This is an optimization exercise on Yosys and OpenROAD, whose aim is small area, a short achievable clock period and few clock cycles per item, not a production implementation. At most, simulation tests tie the RTL to the original design; equivalence was not proved.

==> module cordic, before the edit <==
module cordic(
    input clk,
    input rst,                 
    input start,               
    input signed [7:0] xin,
    input signed [7:0] yin,
    input signed [7:0] angle,
    output reg signed [7:0] sine,
    output reg done
);
    reg signed [7:0] x, y, z;
    reg [6:0] ph;
    wire idle = ph[0];
    reg [7:0] xs, ys, at;
    integer j, k;
    always @(*) begin
        for (j = 0; j < 8; j = j + 1) begin
            xs[j] = idle & xin[j];
            ys[j] = idle & yin[j];
            for (k = 1; k < 7; k = k + 1) begin
                xs[j] = xs[j] | (ph[k] & x[(j + k > 7) ? 7 : j + k]);
                ys[j] = ys[j] | (ph[k] & y[(j + k > 7) ? 7 : j + k]);
            end
        end
        at = ({8{idle}} & 8'd50) | ({8{ph[1]}} & 8'd29) | ({8{ph[2]}} & 8'd15)
           | ({8{ph[3]}} & 8'd8) | ({8{ph[4]}} & 8'd4) | ({8{ph[5]}} & 8'd2)
           | ({8{ph[6]}} & 8'd1);
    end
    wire signed [7:0] xa = idle ? xin : x;
    wire signed [7:0] ya = idle ? yin : y;
    wire signed [7:0] za = idle ? angle : z;
    wire neg = za[7];
    function [7:0] addsub;
        input [7:0] a, b;
        input n;
        reg [8:0] t;
        begin
            t = {a, 1'b1} + {b ^ {8{n}}, n};
            addsub = t[8:1];
        end
    endfunction
    always @(posedge clk) begin
        x <= addsub(xa, ys, ~neg);
        y <= addsub(ya, xs, neg);
        z <= addsub(za, at, ~neg);
        done <= ph[6] & ~rst;
        if (rst)
            ph <= 7'b0000001;
        else if (idle)
            ph <= start ? 7'b0000010 : 7'b0000001;
        else
            ph <= {ph[5:0], ph[6]};
    end
    always @(*) sine = z[7] ? y - (x >>> 7) : y + (x >>> 7);
endmodule
Settings: LEC_CHECK=0, CAP_MARGIN=20, CORE_MARGIN=2, CORE_UTILIZATION=70, SETUP_SLACK_MARGIN=0.8, SLEW_MARGIN=20; clock period 4.0 ns.
standard.sh (not shown) runs the stock make flow with config.mk's settings and CLKGATE_MAP_FILE= SYNTH_SCRIPT=/design/flow/synth_recipe.tcl, a recipe that flattens the netlist after the stock synthesis.
==> flow/flow/run.sh <==
#!/bin/bash
# The standard layout, with the port buffers made from buf_2 cells instead of the
# slow delay buffers buffer_ports picks by default.
set -euo pipefail
export BUFFER_PORTS_ARGS="-buffer_cell sky130_fd_sc_hd__buf_2"
export ADDER_MAP_FILE=
bash standard.sh > standard.log 2>&1
The baseline went through all stages and came out clean.
Testbench counts at the start, summed over its fixed seeds: cycles 28,000, items 4,000.
Next try:
==> flow/design.v (replaced) <==
`timescale 1ns / 1ps
module cordic(
    input clk,
    input rst,                 
    input start,               
    input signed [7:0] xin,
    input signed [7:0] yin,
    input signed [7:0] angle,
    output reg signed [7:0] sine,
    output reg done
);
    reg signed [7:0] x, y, z;
    reg [5:0] ph;
    wire idle = ph[0];
    reg [7:0] xs, ys, at;
    integer j, k;
    always @(*) begin
        for (j = 0; j < 8; j = j + 1) begin
            xs[j] = idle & xin[j];
            ys[j] = idle & yin[j];
            for (k = 1; k < 6; k = k + 1) begin
                xs[j] = xs[j] | (ph[k] & x[(j + k > 7) ? 7 : j + k]);
                ys[j] = ys[j] | (ph[k] & y[(j + k > 7) ? 7 : j + k]);
            end
        end
        at = ({8{idle}} & 8'd50) | ({8{ph[1]}} & 8'd29) | ({8{ph[2]}} & 8'd15)
           | ({8{ph[3]}} & 8'd8) | ({8{ph[4]}} & 8'd4) | ({8{ph[5]}} & 8'd2);
    end
    wire signed [7:0] xa = idle ? xin : x;
    wire signed [7:0] ya = idle ? yin : y;
    wire signed [7:0] za = idle ? angle : z;
    wire neg = za[7];
    function [7:0] addsub;
        input [7:0] a, b;
        input n;
        reg [8:0] t;
        begin
            t = {a, 1'b1} + {b ^ {8{n}}, n};
            addsub = t[8:1];
        end
    endfunction
    always @(posedge clk) begin
        x <= addsub(xa, ys, ~neg);
        y <= addsub(ya, xs, neg);
        z <= addsub(za, at, ~neg);
        done <= ph[5] & ~rst;
        if (rst)
            ph <= 6'b000001;
        else if (idle)
            ph <= start ? 6'b000010 : 6'b000001;
        else
            ph <= {ph[4:0], ph[5]};
    end
    wire nr = z[7];
    wire e_p1 = nr ? (y[7:6] == 2'b01) : (y[7:6] == 2'b11);    
    wire e_p2 = ~nr & (y[7:6] == 2'b10);                          
    wire e_m1 = nr ? (y[7:6] == 2'b11) : (y[7:6] == 2'b01);    
    wire e_m2 = nr & (y[7:6] == 2'b10);                         
    wire ones = &x[6:1];
    wire zeros = ~|x[6:1];
    wire flip = (e_p1 & ones & x[0]) | (e_p2 & ones) | (e_m1 & zeros & ~x[0]) | (e_m2 & zeros);
    wire x7n = x[7] ^ flip;                                       
    wire n7 = nr ? (z != 8'hff) : (z == 8'h00);                   
    wire signed [2:0] xh = {x[7], x[7:6]};                        
    wire signed [2:0] a = nr ? -xh : xh;
    wire signed [1:0] c7 = x7n ? (n7 ? 2'sd1 : -2'sd1) : 2'sd0;
    wire signed [3:0] t = $signed({2'b00, y[1:0]}) + a + c7;
    wire [5:0] hi = y[7:2];
    wire [5:0] hi_p = hi + 6'd1;
    wire [5:0] hi_m = hi - 6'd1;
    always @(*) sine = {t[3] ? hi_m : (t[2] ? hi_p : hi), t[1:0]};
endmodule
With this change the flow finished but fails on setup timing.
Register-to-register slack gets worse by 0.10 ns.
Final area increases by 8.9%.
Synthesized area goes up by 5.6%.
Routed wire length rose by 14%.
Fmax fell by 27%.
Worst setup slack is worse by 1.1 ns.
Sequential cell count falls by 1.
Synthesized cell count shrinks by 1.4%.
Clock skew barely changes.
Utilization went up by 0.99 points.
For the second run of this note, only the layout was checked, not whether the RTL still works.


cordic, a different RTL version from the one above (not shown whole).
Size: about 550 cells after synthesis, ~28 flip-flops, ~36 I/O pins, about 4500 um^2 of cells after synthesis.
// cordic
module cordic(
    input clk,
    input rst,                 
    input start,               
    input signed [7:0] xin,
    input signed [7:0] yin,
    input signed [7:0] angle,
    output reg signed [7:0] sine,
    output reg done
);
==> module cordic, before the edit <==
module cordic(
    input clk,
    input rst,                 
    input start,               
    input signed [7:0] xin,
    input signed [7:0] yin,
    input signed [7:0] angle,
    output reg signed [7:0] sine,
    output reg done
);
    reg signed [7:0] x, y, z;
    reg [1:0] p;
    reg busy;
    reg [7:0] at0, at1;
    always @(*) begin
        case (p)
            2'd0: begin at0 = 8'd50; at1 = 8'd29; end
            2'd1: begin at0 = 8'd15; at1 = 8'd8;  end
            2'd2: begin at0 = 8'd4;  at1 = 8'd2;  end
            default: begin at0 = 8'd1; at1 = 8'd0; end
        endcase
    end
    wire [2:0] sh0 = {p, 1'b0};
    wire [2:0] sh1 = {p, 1'b1};
    wire n0 = z[7];
    wire signed [7:0] x1 = n0 ? x + (y >>> sh0) : x - (y >>> sh0);
    wire signed [7:0] y1 = n0 ? y - (x >>> sh0) : y + (x >>> sh0);
    wire signed [7:0] z1 = n0 ? z + at0 : z - at0;
    wire n1 = z1[7];
    wire signed [7:0] x2 = n1 ? x1 + (y1 >>> sh1) : x1 - (y1 >>> sh1);
    wire signed [7:0] y2 = n1 ? y1 - (x1 >>> sh1) : y1 + (x1 >>> sh1);
    wire signed [7:0] z2 = n1 ? z1 + at1 : z1 - at1;
    always @(posedge clk) begin
        done <= 1'b0;
        if (rst) begin
            busy <= 1'b0;
        end else if (start) begin
            x <= xin;
            y <= yin;
            z <= angle;
            p <= 2'd0;
            busy <= 1'b1;
        end else if (busy) begin
            x <= x2;
            y <= y2;
            z <= z2;
            p <= p + 2'd1;
            if (p == 2'd3) begin
                busy <= 1'b0;
                done <= 1'b1;
            end
        end
    end
    always @(*) sine = y;
endmodule
Settings: LEC_CHECK=0, CAP_MARGIN=20, CORE_MARGIN=2, CORE_UTILIZATION=40, SLEW_MARGIN=20; clock period 4.0 ns.
run.sh (not shown) runs the stock make flow with config.mk's settings and CLKGATE_MAP_FILE= SYNTH_SCRIPT=/design/flow/synth_recipe.tcl, a recipe that flattens the netlist after the stock synthesis.
Stock flow here: none of the scripts above is used.
The first run finished but fails on setup timing.
Rerun with:
==> flow/design.v (replaced) <==
`timescale 1ns / 1ps
module cordic(
    input clk,
    input rst,                 
    input start,               
    input signed [7:0] xin,
    input signed [7:0] yin,
    input signed [7:0] angle,
    output reg signed [7:0] sine,
    output reg done
);
    reg signed [7:0] x, y, z;
    reg [2:0] cnt;             
    reg [7:0] at;
    always @(*) begin
        case (cnt)
            3'd0: at = 8'd50;
            3'd1: at = 8'd29;
            3'd2: at = 8'd15;
            3'd3: at = 8'd8;
            3'd4: at = 8'd4;
            3'd5: at = 8'd2;
            default: at = 8'd1;
        endcase
    end
    wire signed [7:0] xa = start ? xin : x;
    wire signed [7:0] ya = start ? yin : y;
    wire signed [7:0] za = start ? angle : z;
    wire signed [7:0] xs = start ? xin : (x >>> cnt);
    wire signed [7:0] ys = start ? yin : (y >>> cnt);
    wire neg = za[7];
    always @(posedge clk) begin
        x <= neg ? xa + ys : xa - ys;
        y <= neg ? ya - xs : ya + xs;
        z <= neg ? za + at : za - at;
        done <= 1'b0;
        if (rst) begin
            cnt <= 3'd0;
        end else if (start) begin
            cnt <= 3'd1;
        end else if (cnt != 3'd0) begin
            cnt <= (cnt == 3'd6) ? 3'd0 : cnt + 3'd1;
            done <= (cnt == 3'd6);
        end
    end
    always @(*) sine = z[7] ? y - (x >>> 7) : y + (x >>> 7);
endmodule
Outcome: With this change the flow passed the timing, design-rule and antenna checks; synthesized cell count shrinks by 32%; die area shrinks by 28%; worst setup slack gets better by 2.0 ns; wire length shrinks by 51%; design area shrinks by 49%; non-clock buffer count shrinks by 206; count of clock-buffer cells in the layout stays the same; critical path depth shrinks by 7; first-iteration DRC count shrinks by 47%; fmax grows by 54%.
No functional check of the RTL was part of any run of this note.


cordic with an RTL version that a note above also has.
Size: about 340 cells after synthesis, roughly 32 flip-flops, ~36 I/O pins, ~2800 sq um of cells after synthesis.
export LEC_CHECK = 0
export CAP_MARGIN = 20
export CORE_MARGIN = 2
export CORE_UTILIZATION = 70
export SETUP_SLACK_MARGIN = 0.8
export SLEW_MARGIN = 20
create_clock -name core_clock -period 4.0 [get_ports {clk}]
standard.sh (not shown) runs the stock make flow with config.mk's settings and CLKGATE_MAP_FILE= SYNTH_SCRIPT=/design/flow/synth_recipe.tcl, a recipe that flattens the netlist after the stock synthesis.
==> flow/flow/run.sh <==
#!/bin/bash
# The standard layout, with the port buffers made from buf_2 cells instead of the
# slow delay buffers buffer_ports picks by default.
set -euo pipefail
export BUFFER_PORTS_ARGS="-buffer_cell sky130_fd_sc_hd__buf_2"
bash standard.sh > standard.log 2>&1
Testbench counts at the start, summed over its fixed seeds: cycles 28,000, items 4,000.
Then changed:
==> flow/design.v (replaced) <==
`timescale 1ns / 1ps
module cordic(
    input clk,
    input rst,                 
    input start,               
    input signed [7:0] xin,
    input signed [7:0] yin,
    input signed [7:0] angle,
    output reg signed [7:0] sine,
    output reg done
);
    reg signed [7:0] x, y, z;
    reg [6:0] ph;
    wire idle = ph[0];
    wire ni = angle[7];        
    wire nr = z[7];            
    wire [7:0] xi = xin ^ {8{ni}};        
    wire [7:0] yi = yin ^ {8{~ni}};       
    wire [7:0] xr = x ^ {8{nr}};
    wire [7:0] yr = y ^ {8{~nr}};
    reg [7:0] bx, by, bz;
    integer j, k;
    always @(*) begin
        for (j = 0; j < 8; j = j + 1) begin
            by[j] = idle & xi[j];
            bx[j] = idle & yi[j];
            for (k = 1; k < 7; k = k + 1) begin
                by[j] = by[j] | (ph[k] & xr[(j + k > 7) ? 7 : j + k]);
                bx[j] = bx[j] | (ph[k] & yr[(j + k > 7) ? 7 : j + k]);
            end
        end
        bz = ({8{idle}} & (ni ? 8'd50 : ~8'd50)) | ({8{ph[1]}} & (nr ? 8'd29 : ~8'd29))
           | ({8{ph[2]}} & (nr ? 8'd15 : ~8'd15)) | ({8{ph[3]}} & (nr ? 8'd8 : ~8'd8))
           | ({8{ph[4]}} & (nr ? 8'd4 : ~8'd4)) | ({8{ph[5]}} & (nr ? 8'd2 : ~8'd2))
           | ({8{ph[6]}} & (nr ? 8'd1 : ~8'd1));
    end
    wire n = idle ? ni : nr;
    wire [7:0] xa = idle ? xin : x;
    wire [7:0] ya = idle ? yin : y;
    wire [7:0] za = idle ? angle : z;
    function [7:0] add_c;
        input [7:0] a, b;
        input c;
        reg [8:0] t;
        begin
            t = {a, 1'b1} + {b, c};
            add_c = t[8:1];
        end
    endfunction
    always @(posedge clk) begin
        x <= add_c(xa, bx, ~n);
        y <= add_c(ya, by, n);
        z <= add_c(za, bz, ~n);
        done <= ph[6] & ~rst;
        if (rst)
            ph <= 7'b0000001;
        else if (idle)
            ph <= start ? 7'b0000010 : 7'b0000001;
        else
            ph <= {ph[5:0], ph[6]};
    end
    always @(*) sine = z[7] ? y - (x >>> 7) : y + (x >>> 7);
endmodule
Critical path depth does not change; die area rises by about 15%; worst hold slack gains 0.020 ns; fmax falls by 2.7%; cell area rises by 15%; area after synthesis rises by about 16%; routed wire length rises by 29%.
Only the layout flow was run in the second run of this note; the RTL was not checked for function there.

-- what the ideal ports hide --
Ports are ideal in the flow. The routed layouts listed here were re-timed in OpenROAD.
Step 1 assumes that a clkbuf_16 drives the clock port and a buf_2 every other input.
Step 2, shift: input delay + t, output delay - t, t = (earliest + latest rising clock arrival at the registers) / 2. This alone moves slack from input paths to output paths.
Three values: no drivers, after step 1, after step 2; two values: the first two.
run	t, ns	setup WS [ns]	hold slack, ns
the first run of note 1	0.308	0.941 / 0.941 / 0.752	0.548 / 0.548 / 0.548
the second run of note 1	0.320	-0.202 / -0.232 / 0.088	0.591 / 0.591 / 0.591
the first run of note 2	0.327	-1.710 / -1.710 / -1.710	0.511 / 0.511 / 0.511
the second run of note 2	0.316	0.297 / 0.268 / 0.297	0.582 / 0.582 / 0.582
the first run of note 3	0.319	0.936 / 0.907 / 0.686	0.646 / 0.646 / 0.646
the second run of note 3	0.308	0.851 / 0.826 / 0.824	0.666 / 0.666 / 0.666
The setup slack of the first run of note 3, which loses most, moves by -0.029 ns with the drivers and by -0.250 ns with both steps.
